Context: an optimization exercise on an open-source flow, tuned for small area and a short achievable clock period. The choices shown serve that exercise and are no tape-out recipe.
Function was checked by simulation only, so behaviour that the tests miss may differ from the original.
No activity file was given, so power comes from the tool's default toggle rates.

Design mac, start of the top module:
module mac(A, B, C, D, clk, reset, Acc);
  input [7:0] A, B, C, D;
  input clk, reset;
  output [31:0] Acc;
  reg [31:0] R;
  reg [1:0] V;
  reg [8:0] W;
  wire p_A0B0 = ~(A[0] & B[0]);
  wire p_A0B1 = ~(A[0] & B[1]);
  wire p_A0B2 = ~(A[0] & B[2]);
  wire p_A0B3 = ~(A[0] & B[3]);
  wire p_A0B4 = ~(A[0] & B[4]);
  wire p_A0B5 = ~(A[0] & B[5]);
  wire p_A0B6 = ~(A[0] & B[6]);
  wire p_A0B7 = ~(A[0] & B[7]);
  wire p_A1B0 = ~(A[1] & B[0]);
  wire p_A1B1 = ~(A[1] & B[1]);
  wire p_A1B2 = ~(A[1] & B[2]);
  wire p_A1B3 = ~(A[1] & B[3]);
  wire p_A1B4 = ~(A[1] & B[4]);
  wire p_A1B5 = ~(A[1] & B[5]);
  wire p_A1B6 = ~(A[1] & B[6]);
  wire p_A1B7 = ~(A[1] & B[7]);
  wire p_A2B0 = ~(A[2] & B[0]);
  wire p_A2B1 = ~(A[2] & B[1]);
  wire p_A2B2 = ~(A[2] & B[2]);
  wire p_A2B3 = ~(A[2] & B[3]);
  wire p_A2B4 = ~(A[2] & B[4]);
  wire p_A2B5 = ~(A[2] & B[5]);
  wire p_A2B6 = ~(A[2] & B[6]);
  wire p_A2B7 = ~(A[2] & B[7]);
  wire p_A3B0 = ~(A[3] & B[0]);
  wire p_A3B1 = ~(A[3] & B[1]);
  wire p_A3B2 = ~(A[3] & B[2]);
  wire p_A3B3 = ~(A[3] & B[3]);
  wire p_A3B4 = ~(A[3] & B[4]);
  wire p_A3B5 = ~(A[3] & B[5]);
  wire p_A3B6 = ~(A[3] & B[6]);
  wire p_A3B7 = ~(A[3] & B[7]);
  wire p_A4B0 = ~(A[4] & B[0]);
  wire p_A4B1 = ~(A[4] & B[1]);
  wire p_A4B2 = ~(A[4] & B[2]);
  wire p_A4B3 = ~(A[4] & B[3]);
  wire p_A4B4 = ~(A[4] & B[4]);
  wire p_A4B5 = ~(A[4] & B[5]);
  wire p_A4B6 = ~(A[4] & B[6]);
  wire p_A4B7 = ~(A[4] & B[7]);
  wire p_A5B0 = ~(A[5] & B[0]);
  wire p_A5B1 = ~(A[5] & B[1]);
  wire p_A5B2 = ~(A[5] & B[2]);
  wire p_A5B3 = ~(A[5] & B[3]);
  wire p_A5B4 = ~(A[5] & B[4]);
  wire p_A5B5 = ~(A[5] & B[5]);
  wire p_A5B6 = ~(A[5] & B[6]);
  wire p_A5B7 = ~(A[5] & B[7]);
  wire p_A6B0 = ~(A[6] & B[0]);
  wire p_A6B1 = ~(A[6] & B[1]);
  wire p_A6B2 = ~(A[6] & B[2]);
  wire p_A6B3 = ~(A[6] & B[3]);
  wire p_A6B4 = ~(A[6] & B[4]);
  wire p_A6B5 = ~(A[6] & B[5]);
  wire p_A6B6 = ~(A[6] & B[6]);
  wire p_A6B7 = ~(A[6] & B[7]);
  ...
For scale: ~490 cells after synthesis, ~43 flip-flops, ~66 I/O pins, ~5500 um^2 of cells after synthesis.
clock: 6.5 ns
lec_check: 0
cap_margin: 20
core_margin: 2
core_utilization: 70
setup_slack_margin: 1.5
slew_margin: 20
synth_hierarchical: 1
standard.sh (not shown) runs the stock make flow with config.mk's settings and CLKGATE_MAP_FILE= SYNTH_SCRIPT=/design/flow/synth_recipe.tcl, a recipe that flattens the netlist after the stock synthesis.
==> flow/flow/run.sh <==
#!/bin/bash
# Standard ORFS flow (the standard.sh), with the port buffers made of
# sky130_fd_sc_hd__buf_2 instead of buffer_ports' default cell.
set -o pipefail
export BUFFER_PORTS_ARGS="-buffer_cell sky130_fd_sc_hd__buf_2"
bash standard.sh finish 2>&1 | tee standard_flow.log
==> next run, changes <==
--- a/flow/config.mk
+++ b/flow/config.mk
@@ -10 +10 @@
-export CORE_UTILIZATION = 70
+export CORE_UTILIZATION = 60
What happened: The changed run completed with no timing, DRC or antenna violations; routed wire length went up slightly; worst hold slack degrades by 0.0084 ns; design area stays flat; clock-buffer cell count stays the same; worst setup slack degrades by 0.013 ns; clock power is about the same.

-- port drivers added, routing unchanged --
Ports are ideal in the flow. The routed layouts listed here were re-timed in OpenROAD. Step 1 assumes that a clkbuf_16 drives the clock port and a buf_2 every other input. Step 2 also shifts input and output timing later by t, the mid clock arrival at the registers, as if the neighbouring blocks saw the same clock. Three values: ideal ports, drivers, drivers and shift; two values: the first two.
run | t, ns | slack for setup (ns) | hold WS [ns] | slew at the worst register clock pin (ns) | worst slew at a driven data input, ns
the first run | 0.338 | 2.247 / 2.213 / 2.028 | 0.494 / 0.494 / 0.494 | 0.09 / 0.09 | 0.03
the second run | 0.327 | 2.234 / 2.201 / 1.941 | 0.486 / 0.486 / 0.486 | 0.09 / 0.09 | 0.03
After both steps every run listed still meets setup and hold. The setup slack of the second run, which loses most, moves by -0.033 ns with the drivers and by -0.293 ns with both steps.
